This is an optimization exercise on Yosys and OpenROAD, whose aim is small area and a short achievable clock period, not a production implementation. In this exercise RTL edits were held to simulation tests only and were not proved equivalent to the original. Power is estimated from default activity; no workload was simulated.

## job 2551
Design tta16, start of the top module:
module tta16 (
	input		cpu_clk_i,
	input		cpu_rst_i,
	output	reg		wb_cyc_o,
	output	reg	[1:0]	wb_stb_o,
	output	reg		wb_we_o,
	input			wb_ack_i,
	input			wb_rty_i,
	input			wb_err_i,
	output		[2:0]	wb_cti_o,
	output		[1:0]	wb_bte_o,
	output		[22:0]	wb_adr_o,
	output		[1:0]	wb_sel_o,
	output		[15:0]	wb_dat_o,
	input		[1:0]	wb_sel_i,
	input		[15:0]	wb_dat_i,
	output			imem_en_o,
	output	reg	[9:0]	imem_adr_o,
	input		[31:0]	imem_dat_i,
	output	reg	[1:0]	imem_we_o,
	output		[9:0]	imem_wadr_o,
	output	reg	[15:0]	imem_wdat_o
);
Size in the first run: ~34000 um^2 of cells after synthesis.
Settings: LEC_CHECK=0, ABC_AREA=1, CAP_MARGIN=20, CORE_MARGIN=2, CORE_UTILIZATION=40, PLACE_DENSITY=0.6, SETUP_SLACK_MARGIN=4.5, SLEW_MARGIN=20, TNS_END_PERCENT=30; clock period 8.0 ns.
standard.sh (not shown) runs the stock make flow with config.mk's settings and CLKGATE_MAP_FILE= SYNTH_SCRIPT=/design/flow/synth_recipe.tcl, a recipe that flattens the netlist after the stock synthesis.
==> flow/flow/run.sh <==
#!/bin/bash
# The standard layout, with faster port buffers (buf_2 in place of the
# delay-buffer cell buffer_ports picks by default), which the resizer may
# then size as usual.
set -euo pipefail
export BUFFER_PORTS_ARGS="-buffer_cell sky130_fd_sc_hd__buf_2"
bash standard.sh > standard.log 2>&1
> inputs changed (job 2551 -> job 1859)
# job 2551
export LEC_CHECK = 0
export ABC_AREA = 1
export CAP_MARGIN = 20
export CORE_MARGIN = 2
export CORE_UTILIZATION = 40
export PLACE_DENSITY = 0.6
export SETUP_SLACK_MARGIN = 4.5
export SLEW_MARGIN = 20
export TNS_END_PERCENT = 30
create_clock -name core_clock -period 8.0 [get_ports {cpu_clk_i}]
# job 1859
export LEC_CHECK = 0
export ABC_AREA = 1
export CAP_MARGIN = 20
export CORE_MARGIN = 2
export CORE_UTILIZATION = 40
export PLACE_DENSITY = 0.5
export SETUP_SLACK_MARGIN = 4.5
export SLEW_MARGIN = 20
create_clock -name core_clock -period 8.0 [get_ports {cpu_clk_i}]
==> comparison <==
Job 1859 ended up with sky130_fd_sc_hd__a211oi_1 as its master of the slowest instance on the critical path; job 2551 ended up with sky130_fd_sc_hd__nand2_1.
Sort job 2551 and job 1859 by sequential group share of total power, descending, and job 2551 comes first.
Job 2551 reports its end point of the critical path as t_reg1[1] while job 1859 reports t_reg1[15].
Job 2551 → job 1859: met2 capacity usage during global routing up 2.6 points, placer congestion estimate down about 5%.
Delta (job 1859 minus job 2551): detailed-route wire length on metal 1 has increased, number of buffers other than clock buffers in the final layout rose 36.
Max detailed-route wire length per cell across job 2551 and job 1859: job 1859
Job 1859 ends up with higher count of antenna diodes in the layout than job 2551 does.
Going from job 2551 to job 1859, clock edge transition at the registers on the reported setup and hold paths barely changed; synthesized area barely changed; hold slack barely changed.
The fraction of area in multi-input gates reported for job 1859 is smaller than that of job 2551 by 0.17 points.
--- input diff job 1859..job 6749 ---
# job 1859
export LEC_CHECK = 0
export ABC_AREA = 1
export CAP_MARGIN = 20
export CORE_MARGIN = 2
export CORE_UTILIZATION = 40
export PLACE_DENSITY = 0.5
export SETUP_SLACK_MARGIN = 4.5
export SLEW_MARGIN = 20
create_clock -name core_clock -period 8.0 [get_ports {cpu_clk_i}]
# job 6749
export LEC_CHECK = 0
export ABC_AREA = 1
export CAP_MARGIN = 20
export CORE_MARGIN = 2
export CORE_UTILIZATION = 40
export PLACE_DENSITY = 0.6
export SETUP_SLACK_MARGIN = 4.5
export SLEW_MARGIN = 20
export TNS_END_PERCENT = 0
create_clock -name core_clock -period 8.0 [get_ports {cpu_clk_i}]
Notes after the runs:
- From job 1859 to job 6749 the numbers moved as follows: via count dropped about 0.34%, final area dropped about 2%.
- Job 1859 has higher wire length of the first global-routing pass than job 6749.
- met4 as the uppermost layer routed was reported by job 6749, and met5 by job 1859.
- Job 1859 -> job 6749: simple-gate area share of the yosys netlist delta 0, exact match
- In job 6749 the clock share of power turned out 0.2 points higher than in job 1859.
- In job 6749 the highest fanout seen on the critical path turned out 1 higher than in job 1859.
- Between job 6749 and job 1859, critical path depth is higher for job 1859, job 6749 comes in under that.
- Compare job 6749 and job 1859 | final core area utilization higher: job 1859
- Job 6749 vs. job 1859: arrival time at the worst endpoint went up by 0.02 ns.
- Job 6749 against job 1859; via count of the first global-routing pass is down by a few percent.
> inputs changed (job 6749 -> job 4180)
# job 6749
export LEC_CHECK = 0
export ABC_AREA = 1
export CAP_MARGIN = 20
export CORE_MARGIN = 2
export CORE_UTILIZATION = 40
export PLACE_DENSITY = 0.6
export SETUP_SLACK_MARGIN = 4.5
export SLEW_MARGIN = 20
export TNS_END_PERCENT = 0
create_clock -name core_clock -period 8.0 [get_ports {cpu_clk_i}]
# job 4180
export LEC_CHECK = 0
export ABC_AREA = 1
export CAP_MARGIN = 20
export CORE_MARGIN = 2
export CORE_UTILIZATION = 40
export PLACE_DENSITY = 0.6
export SETUP_SLACK_MARGIN = 4.2
export SLEW_MARGIN = 20
create_clock -name core_clock -period 8.0 [get_ports {cpu_clk_i}]
==> flow/flow/run.sh <==
#!/bin/bash
# The standard layout, with faster port buffers (buf_4 in place of the
# delay-buffer cell buffer_ports picks by default), which the resizer may
# then size as usual.
set -euo pipefail
export BUFFER_PORTS_ARGS="-buffer_cell sky130_fd_sc_hd__buf_4"
bash standard.sh > standard.log 2>&1
==> comparison <==
The final design instance area without fill on job 4180 is in line with that on job 6749. NOTE: final cycle utilization of the critical path in job 4180 exceeds that of job 6749. Going from job 6749 to job 4180, static leakage has decreased, met2 global-route usage has decreased. Job 6749 → job 4180: maximum frequency from static timing analysis fell by 0.017 GHz; clock skew dropped 0.0061 ns; final setup slack of the worst path -0.24 ns; multi-input gate share of the layout cell area shows no meaningful change; met3 track demand over resource in global routing saw a decrease.
Edits applied to the flow inputs when going from job 4180 to job 3727:
# job 4180
export LEC_CHECK = 0
export ABC_AREA = 1
export CAP_MARGIN = 20
export CORE_MARGIN = 2
export CORE_UTILIZATION = 40
export PLACE_DENSITY = 0.6
export SETUP_SLACK_MARGIN = 4.2
export SLEW_MARGIN = 20
create_clock -name core_clock -period 8.0 [get_ports {cpu_clk_i}]
# job 3727
export LEC_CHECK = 0
export ABC_AREA = 1
export CAP_MARGIN = 20
export CORE_MARGIN = 2
export CORE_UTILIZATION = 50
export PLACE_DENSITY = 0.75
export SETUP_SLACK_MARGIN = 4.5
export SLEW_MARGIN = 20
create_clock -name core_clock -period 8.0 [get_ports {cpu_clk_i}]
==> comparison <==
For setup clock skew after layout, job 3727 and job 4180 come out practically identical.
On final worst-path cycle share, the higher figure sits with job 4180, not job 3727.
Summary of job 3727 over job 4180: power density over the cells saw an increase, count of plain and timing-repair buffers saw an increase, first-iteration DRC count saw an increase, die area saw a decrease, maximum frequency from static timing analysis saw an increase.

==> separate check: timing with driven ports <==
Ports are ideal in the flow. The routed layouts listed here were re-timed in OpenROAD.
Step 1, drivers: a clkbuf_16 drives cpu_clk_i and a buf_2 each remaining input, both assumed.
Step 2, shift: input delay + t, output delay - t, t = (earliest + latest rising clock arrival at the registers) / 2. This alone moves slack from input paths to output paths.
a / b / c = no drivers / after step 1 / after step 2; a / b = the first two.
run	t, ns	slack for setup (ns)	worst register clock-pin slew, ns
job 2551	0.690	4.367 / 4.398 / 3.709	0.07 / 0.07
job 1859	0.702	4.443 / 4.483 / 3.781	0.07 / 0.07
job 6749	0.691	4.401 / 4.428 / 3.737	0.07 / 0.07
job 4180	0.682	4.164 / 4.194 / 3.511	0.06 / 0.06
job 3727	0.675	4.437 / 4.480 / 3.805	0.07 / 0.07
After both steps every run listed still meets setup and hold. The setup slack of job 6749, which loses most, moves by +0.027 ns with the drivers and by -0.664 ns with both steps.
